This design comes from an exercise in tuning for small area on the open sky130 flow, not from production work.
Where RTL was checked, it was by simulation tests only, not by an equivalence proof against the original.
No driver is modelled on the clock port, so clock power and skew are understated where the tree is cut down; a real chip needs a root buffer or a tree.
Power figures rest on the tool's default switching activity, not on a simulated workload.

==> module Zad_8_1, before the edit <==
module Zad_8_1(
       input logic [15:0] input0,
       output logic [23:0] output0,
       input logic clk,
       input logic rst,
       input logic start,
       output logic ready
    );
logic [35:0] w;      
logic [17:0] dr;     
logic [2:0] ph;      
logic init;          
logic sg;            
logic sh;            
logic c;             
logic p0, p3, p5, rph, sub, shin, hi, ge3, cin;
logic [5:0] din, op, sum;
logic [6:0] k;
assign p0  = ~ph[2] & ~ph[1] & ~ph[0];
assign p3  = ph[2] & ph[1] & ph[0];
assign p5  = ph[2] & ~ph[1] & ~ph[0];
assign rph = ph[2];                      
assign hi  = (dr[15:2] == 14'd0);        
assign ge3 = ~hi | (dr[1] & dr[0]);      
assign sub  = ~sg;                       
assign shin = p0 ? ~sg : sh;             
assign din = init ? {3'b000, p3 & ge3, 1'b0, p0} : {w[4:0], shin};
assign op  = rph ? (dr[5:0] ^ {6{sub}}) : 6'd0;
assign cin = rph & (p3 ? sub : c);
assign k[0] = cin;
genvar i;
generate for (i = 0; i < 6; i++) begin : g_add
    assign sum[i] = din[i] ^ op[i] ^ k[i];
    assign k[i+1] = (din[i] & op[i]) | (din[i] & k[i]) | (op[i] & k[i]);
end endgenerate
assign ready = ~init & p0 & w[17];
always_ff @(posedge clk) begin
    w  <= {sum, w[35:6]};
    dr <= start ? {2'b00, input0} : {dr[5:0], dr[17:6]};
    sh <= w[5];
    c  <= k[6];
    if (rst)        ph <= 3'b010;
    else if (start) ph <= 3'b000;
    else if (ready) ph <= 3'b010;
    else            ph <= {ph[1:0], ~ph[2]};
    if (start)   init <= 1'b1;
    else if (p5) init <= 1'b0;
    if (start)   sg <= 1'b0;
    else if (p5) sg <= sum[5];
end
assign output0 = {{4{hi & ~dr[1] & ~dr[0]}}, hi & ~dr[1], hi & ~dr[0], w[16:0], ~sg};
endmodule
==> flow/config.mk <==
export PLATFORM = sky130hd
export DESIGN_NAME = Zad_8_1
export DESIGN_NICKNAME = Zad_8_1
export VERILOG_FILES = /design/flow/design.v
export SDC_FILE = /design/flow/constraint.sdc
export NUM_CORES = 4
export LEC_CHECK = 0
export CAP_MARGIN = 20
export CORE_MARGIN = 2
export CORE_UTILIZATION = 40
export SLEW_MARGIN = 20
==> flow/constraint.sdc <==
create_clock -name core_clock -period 7.0 [get_ports {clk}]
set_input_delay 1.4000 -clock core_clock [delete_from_list [all_inputs] [get_ports {clk}]]
set_output_delay 1.4000 -clock core_clock [all_outputs]
set_load 0.01 [all_outputs]
standard.sh (not shown) runs the stock make flow with config.mk's settings and CLKGATE_MAP_FILE= SYNTH_SCRIPT=/design/flow/synth_recipe.tcl, a recipe that flattens the netlist after the stock synthesis.
==> flow/flow/run.sh <==
#!/bin/bash
# The standard layout (standard.sh) with these changes:
# - buf_1 cells as the port buffers;
# - synthesis's upsized logic cells set back to drive 1 after floorplan (downsize.tcl);
# - a one-level clock distribution (clkn.tcl) in place of TritonCTS;
# - power recovery (downsizing off the critical paths) after global routing.
# make's output goes to standard.log; each ORFS step keeps its own log under orfs/logs.
export OWN_FLOW_DIR=$(pwd)/flow
export BUFFER_PORTS_ARGS="-buffer_cell sky130_fd_sc_hd__buf_1"
export POST_FLOORPLAN_TCL=$OWN_FLOW_DIR/downsize.tcl
export PRE_CTS_TCL=$OWN_FLOW_DIR/cts_pre.tcl
export CLK_NBUF=2
export CLK_BUF=sky130_fd_sc_hd__clkbuf_16
export RECOVER_POWER=100
bash standard.sh > standard.log 2>&1
Other scripts of this flow, unchanged in this note and not shown: flow/flow/clkn.tcl, flow/flow/cts_pre.tcl, flow/flow/downsize.tcl
Edit:
==> flow/design.v (replaced) <==
`timescale 1ns / 1ps
module Zad_8_1(
       input logic [15:0] input0,
       output logic [23:0] output0,
       input logic clk,
       input logic rst,
       input logic start,
       output logic ready
    );
logic [35:0] w;      
logic [17:0] dr;     
logic [2:0] ph;      
logic busy;          
logic init;          
logic sh;            
logic c;             
logic p0, p3, p4, p5, rph, sub, shin, hi, ge3, cin;
logic [5:0] din, op, sum;
logic [6:0] k;
assign p0  = ~ph[2] & ~ph[0];
assign p3  = ph[2] & ph[0];
assign p4  = ph[2] & ph[1] & ~ph[0];
assign p5  = ph[2] & ~ph[1];
assign rph = ph[2];                      
assign hi  = (dr[15:2] == 14'd0);        
assign ge3 = ~hi | (dr[1] & dr[0]);      
assign sub  = init | ~(p3 ? w[17] : p4 ? w[11] : w[5]);    
assign shin = p0 ? ~w[35] : sh;          
assign din = init ? {3'b000, p3 & ge3, 1'b0, p0} : {w[4:0], shin};
assign op  = rph ? (dr[5:0] ^ {6{sub}}) : 6'd0;
assign cin = rph & (p3 ? sub : c);
assign k[0] = cin;
genvar i;
generate for (i = 0; i < 6; i++) begin : g_add
    assign sum[i] = din[i] ^ op[i] ^ k[i];
    assign k[i+1] = (din[i] & op[i]) | (din[i] & k[i]) | (op[i] & k[i]);
end endgenerate
assign ready = busy & ~init & p0 & w[17];
always_ff @(posedge clk) begin
    w  <= {sum, w[35:6]};
    dr <= start ? {2'b00, input0} : {dr[5:0], dr[17:6]};
    sh <= w[5];
    c  <= k[6];
    if (start)   ph <= 3'b000;
    else         ph <= {ph[1:0], ~ph[2]};
    if (start)   init <= 1'b1;
    else if (p5) init <= 1'b0;
    if (rst)        busy <= 1'b0;
    else if (start) busy <= 1'b1;
    else if (ready) busy <= 1'b0;
end
assign output0 = {{4{hi & ~dr[1] & ~dr[0]}}, hi & ~dr[1], hi & ~dr[0], w[16:0], ~w[35]};
endmodule
Outcome: The new run finished with timing, DRC and antenna clean. Worst hold slack gains 0.0038 ns. Register-to-register slack loses 0.53 ns. Power rises by about 0.8%. Routed wire length barely changes. Clock skew rises by 0.0038 ns.
For the second run of this note, only the layout was checked, not whether the RTL still works. In every run of this note, the design's own scripts or RTL, not TritonCTS, make the clock network.

Zad_8_1, a different RTL version from the one above (not shown whole).
Size: about 60 flip-flops, about 44 I/O pins, roughly 2100 um^2 of cells after synthesis.
==> module Zad_8_1, before the edit <==
module Zad_8_1(
       input logic [15:0] input0,
       output logic [23:0] output0,
       input logic clk,
       input logic rst,
       input logic start,
       output logic ready
    );
logic [35:0] w;      
logic [17:0] dr;     
logic [2:0] ph;      
logic init;          
logic sh;            
logic c;             
logic p0, p3, p4, p5, rph, sub, shin, hi, ge3, cin;
logic [5:0] din, op, sum;
logic [6:0] k;
assign p0  = ~ph[2] & ~ph[1] & ~ph[0];
assign p3  = ph[2] & ph[1] & ph[0];
assign p4  = ph[2] & ph[1] & ~ph[0];
assign p5  = ph[2] & ~ph[1] & ~ph[0];
assign rph = ph[2];                      
assign hi  = (dr[15:2] == 14'd0);        
assign ge3 = ~hi | (dr[1] & dr[0]);      
assign sub  = init | ~(p3 ? w[17] : p4 ? w[11] : w[5]);    
assign shin = p0 ? ~w[35] : sh;          
assign din = init ? {3'b000, p3 & ge3, 1'b0, p0} : {w[4:0], shin};
assign op  = rph ? (dr[5:0] ^ {6{sub}}) : 6'd0;
assign cin = rph & (p3 ? sub : c);
assign k[0] = cin;
genvar i;
generate for (i = 0; i < 6; i++) begin : g_add
    assign sum[i] = din[i] ^ op[i] ^ k[i];
    assign k[i+1] = (din[i] & op[i]) | (din[i] & k[i]) | (op[i] & k[i]);
end endgenerate
assign ready = ~init & p0 & w[17];
always_ff @(posedge clk) begin
    w  <= {sum, w[35:6]};
    dr <= start ? {2'b00, input0} : {dr[5:0], dr[17:6]};
    sh <= w[5];
    c  <= k[6];
    if (rst)        ph <= 3'b010;
    else if (start) ph <= 3'b000;
    else if (ready) ph <= 3'b010;
    else            ph <= {ph[1:0], ~ph[2]};
    if (start)   init <= 1'b1;
    else if (p5) init <= 1'b0;
end
assign output0 = {{4{hi & ~dr[1] & ~dr[0]}}, hi & ~dr[1], hi & ~dr[0], w[16:0], ~w[35]};
endmodule
Settings: LEC_CHECK=0, CAP_MARGIN=20, CORE_MARGIN=2, CORE_UTILIZATION=40, SLEW_MARGIN=20; clock period 7.0 ns.
Scripts as last shown in full above: flow/flow/run.sh
Other scripts of this flow, unchanged in this note and not shown: flow/flow/clkn.tcl, flow/flow/cts_pre.tcl, flow/flow/downsize.tcl
Change:
==> flow/design.v (replaced) <==
`timescale 1ns / 1ps
module Zad_8_1(
       input logic [15:0] input0,
       output logic [23:0] output0,
       input logic clk,
       input logic rst,
       input logic start,
       output logic ready
    );
logic [35:0] w;      
logic [17:0] dr;     
logic [2:0] ph;      
logic init;          
logic sub;           
logic sh;            
logic c;             
logic p0, p2, p3, p5, rph, shin, hi, ge3;
logic [5:0] din, op, sum;
logic [6:0] k;
assign p0  = ~ph[2] & ~ph[1] & ~ph[0];
assign p3  = ph[2] & ph[1] & ph[0];
assign p2  = ~ph[2] & ph[1] & ph[0];
assign p5  = ph[2] & ~ph[1] & ~ph[0];
assign rph = ph[2];                      
assign hi  = (dr[15:2] == 14'd0);        
assign ge3 = ~hi | (dr[1] & dr[0]);      
assign shin = p0 ? sub : sh;              
assign din = {w[4:2] & {3{~init}}, (w[1] & ~init) | (p3 & ge3 & init), w[0] & ~init, shin};
assign op  = {6{rph}} & (dr[5:0] ^ {6{sub}});
assign k[0] = c;
genvar i;
generate for (i = 0; i < 6; i++) begin : g_add
    assign sum[i] = din[i] ^ op[i] ^ k[i];
    assign k[i+1] = (din[i] & op[i]) | (din[i] & k[i]) | (op[i] & k[i]);
end endgenerate
assign ready = ~init & p0 & w[17];
always_ff @(posedge clk) begin
    w  <= {sum, w[35:6]};
    dr <= start ? {2'b00, input0} : {dr[5:0], dr[17:6]};
    sh <= w[5] & ~init;                  
    c  <= p2 ? sub : (k[6] & ~p5);
    if (rst)        ph <= 3'b010;
    else if (start) ph <= 3'b000;
    else if (ready) ph <= 3'b010;
    else            ph <= {ph[1:0], ~ph[2]};
    if (start)   init <= 1'b1;
    else if (p5) init <= 1'b0;
    if (start)   sub <= 1'b1;
    else if (p5) sub <= ~sum[5];
end
assign output0 = {{4{hi & ~dr[1] & ~dr[0]}}, hi & ~dr[1], hi & ~dr[0], w[16:0], sub};
endmodule
Effect: The changed run ran to the end with no violations; total power came out higher by 1.3%; via count hardly moves; first-iteration DRC count came out higher to 3.9 times its value; global-route usage came out higher by 1.6 points; die area came out lower by 2.3%; cell count came out lower by 3.9%; final area came out lower by 1.4%; area after synthesis came out lower by 2.5%; setup slack gains 1.0 ns; critical path depth came out lower by 1; register-to-register slack gains 1.0 ns; clock power hardly moves; routed wire length came out higher by 2.5%.
No run of this note included a check of the RTL's function; only the layout flow was run. No run of this note takes its clock network from TritonCTS; it comes from the design's own scripts or RTL.

## lane 4
Another version of the RTL of Zad_8_1 (not shown whole).
For scale: about 150 cells after synthesis, ~44 I/O pins.
==> module Zad_8_1, before the edit <==
module Zad_8_1(
       input logic [15:0] input0,
       output logic [23:0] output0,
       input logic clk,
       input logic rst,
       input logic start,
       output logic ready
    );
logic [17:0] r;      
logic [17:0] g;      
logic [17:0] dr;     
logic [2:0] ph;      
logic init;          
logic sub;           
logic shr, shg;      
logic c;             
logic p0, p5, hi, ge3;
logic [2:0] din, op, sum, gin;
logic [3:0] k;
assign p0 = ~ph[2] & ~ph[1] & ~ph[0];
assign p5 = ph[2] & ~ph[1] & ~ph[0];
assign hi  = (dr[15:2] == 14'd0);        
assign ge3 = ~hi | (dr[1] & dr[0]);      
assign din = init ? {p0 & ge3, 2'b00} : {r[1:0], shr};
assign gin = init ? {2'b00, p0}       : {g[1:0], p0 ? sub : shg};
assign op  = dr[2:0] ^ {3{sub}};
assign k[0] = c;
genvar i;
generate for (i = 0; i < 3; i++) begin : g_add
    assign sum[i] = din[i] ^ op[i] ^ k[i];
    assign k[i+1] = (din[i] & op[i]) | (din[i] & k[i]) | (op[i] & k[i]);
end endgenerate
assign ready = ~init & p0 & g[17];
always_ff @(posedge clk) begin
    r   <= {sum, r[17:3]};
    g   <= {gin, g[17:3]};
    dr  <= start ? {2'b00, input0} : {dr[2:0], dr[17:3]};
    shr <= r[2] & ~p5;                   
    shg <= g[2];
    if (start)   c <= 1'b1;
    else if (p5) c <= ~sum[2];
    else         c <= k[3];
    if (start)   sub <= 1'b1;
    else if (p5) sub <= ~sum[2];
    if (rst)        ph <= 3'b010;
    else if (start) ph <= 3'b000;
    else if (ready) ph <= 3'b010;
    else            ph <= {ph[1:0], ~ph[2]};
    if (start)   init <= 1'b1;
    else if (p5) init <= 1'b0;
end
assign output0 = {{4{hi & ~dr[1] & ~dr[0]}}, hi & ~dr[1], hi & ~dr[0], g[16:0], sub};
endmodule
==> flow/config.mk <==
export PLATFORM = sky130hd
export DESIGN_NAME = Zad_8_1
export DESIGN_NICKNAME = Zad_8_1
export VERILOG_FILES = /design/flow/design.v
export SDC_FILE = /design/flow/constraint.sdc
export NUM_CORES = 4
export LEC_CHECK = 0
export CAP_MARGIN = 20
export CORE_AREA = 2 2 60 60
export DIE_AREA = 0 0 62 62
export PLACE_DENSITY = 0.9
export SLEW_MARGIN = 20
==> flow/constraint.sdc <==
create_clock -name core_clock -period 7.0 [get_ports {clk}]
set_input_delay 1.4000 -clock core_clock [delete_from_list [all_inputs] [get_ports {clk}]]
set_output_delay 1.4000 -clock core_clock [all_outputs]
set_load 0.01 [all_outputs]
==> flow/flow/run.sh <==
#!/bin/bash
# The standard layout (standard.sh) with these changes:
# - buf_1 cells as the port buffers;
# - synthesis's upsized logic cells set back to drive 1 after floorplan (downsize.tcl);
# - a one-level clock distribution (clkb.tcl) in place of TritonCTS;
# - power recovery (downsizing off the critical paths) after global routing.
# make's output goes to standard.log; each ORFS step keeps its own log under orfs/logs.
export OWN_FLOW_DIR=$(pwd)/flow
export BUFFER_PORTS_ARGS="-buffer_cell sky130_fd_sc_hd__buf_1"
export POST_FLOORPLAN_TCL=$OWN_FLOW_DIR/downsize.tcl
export PRE_CTS_TCL=$OWN_FLOW_DIR/cts_pre.tcl
export CLK_NBUF=2
export CLK_BUF=sky130_fd_sc_hd__buf_12
export RECOVER_POWER=100
bash standard.sh > standard.log 2>&1
Other scripts of this flow, unchanged in this note and not shown: flow/flow/clkb.tcl, flow/flow/cts_pre.tcl, flow/flow/downsize.tcl
Input changes introduced in lane 3 (baseline for comparison: lane 4):
==> flow/design.v <==
`timescale 1ns / 1ps
module Zad_8_1(
       input logic [15:0] input0,
       output logic [23:0] output0,
       input logic clk,
       input logic rst,
       input logic start,
       output logic ready
    );
logic [35:0] w;      
logic [17:0] dr;     
logic [2:0] ph;      
logic init;          
logic sub;           
logic sh;            
logic c;             
logic p0, p2, p3, p5, rph, shin, hi, ge3;
logic [5:0] din, op, sum;
logic [6:0] k;
assign p0  = ~ph[2] & ~ph[1] & ~ph[0];
assign p3  = ph[2] & ph[1] & ph[0];
assign p2  = ~ph[2] & ph[1] & ph[0];
assign p5  = ph[2] & ~ph[1] & ~ph[0];
assign rph = ph[2];                      
assign hi  = (dr[15:2] == 14'd0);        
assign ge3 = ~hi | (dr[1] & dr[0]);      
assign shin = p0 ? sub : sh;              
assign din = {w[4:2] & {3{~init}}, (w[1] & ~init) | (p3 & ge3 & init), w[0] & ~init, shin};
assign op  = {6{rph}} & (dr[5:0] ^ {6{sub}});
assign k[0] = c;
genvar i;
generate for (i = 0; i < 6; i++) begin : g_add
    assign sum[i] = din[i] ^ op[i] ^ k[i];
    assign k[i+1] = (din[i] & op[i]) | (din[i] & k[i]) | (op[i] & k[i]);
end endgenerate
assign ready = ~init & p0 & w[17];
always_ff @(posedge clk) begin
    w  <= {sum, w[35:6]};
    dr <= start ? {2'b00, input0} : {dr[5:0], dr[17:6]};
    sh <= w[5] & ~init;                  
    c  <= start ? 1'b0 : p2 ? sub : (k[6] & ~p5);
    if (rst)        ph <= 3'b010;
    else if (start) ph <= 3'b000;
    else if (ready) ph <= 3'b010;
    else            ph <= {ph[1:0], ~ph[2]};
    if (start)   init <= 1'b1;
    else if (p5) init <= 1'b0;
    if (start)   sub <= 1'b1;
    else if (p5) sub <= ~sum[5];
end
assign output0 = {{4{hi & ~dr[1] & ~dr[0]}}, hi & ~dr[1], hi & ~dr[0], w[16:0], sub};
endmodule
Notes after the runs:
When lane 3 is measured against lane 4, its remaining max-slew budget at the tightest pin turns out 1.7 points higher. Comparing lane 3 and lane 4, the lower proportion of power drawn by combinational gates was measured on lane 3. Lane 4 → lane 3: minimum clock period after layout now sits higher, placed instance count now sits higher, worst ir drop on vdd now sits lower. NOTE overall power consumption lane 4->lane 3 decreased by a little under 10%. [compare] base=lane 4 new=lane 3: number of nets in the synthesized netlist higher; design area grew by about 5%; via count rose 4.7%. Lane 3: full flow OK, the timing, DRC and antenna checks passed.
No run of this note takes its clock network from TritonCTS; it comes from the design's own scripts or RTL.

-- static timing again, ports no longer ideal --
The flow's constraints put no driver on any port. The routed layouts listed below were extracted and timed again, unchanged, in two steps. Step 1: set_driving_cell puts a clkbuf_16 on clk and a buf_2 on each other input, an assumption about the parent block. Step 2 adds t to the input delays and takes it off the output delays; t is the mean of the earliest and latest rising clock arrival at the registers after step 1. Input paths then give back, and output paths get back, about the clock's delay inside the block. Three values: ideal ports, drivers, drivers and shift; two values: the first two.
| run | shift t [ns] | setup slack, ns | worst setup path after step 2 | slew at the worst register clock pin (ns) | cell pins on the clock port's net |
|---|---|---|---|---|---|
| the first run of note 1 | 0.210 | 3.453 / 3.453 / 3.453 | register to register | 0.11 / 0.11 | 2 |
| the second run of note 1 | 0.207 | 2.923 / 2.923 / 2.923 | register to register | 0.11 / 0.11 | 2 |
| the first run of note 2 | 0.211 | 2.536 / 2.536 / 2.536 | register to register | 0.11 / 0.11 | 2 |
| the second run of note 2 | 0.209 | 3.574 / 3.574 / 3.574 | register to register | 0.12 / 0.12 | 2 |
| lane 4 | 0.186 | 4.041 / 3.994 / 4.180 | register to output | 0.12 / 0.12 | 2 |
| lane 3 | 0.185 | 3.488 / 3.488 / 3.488 | register to register | 0.11 / 0.11 | 2 |
After both steps every run listed still meets setup and hold.
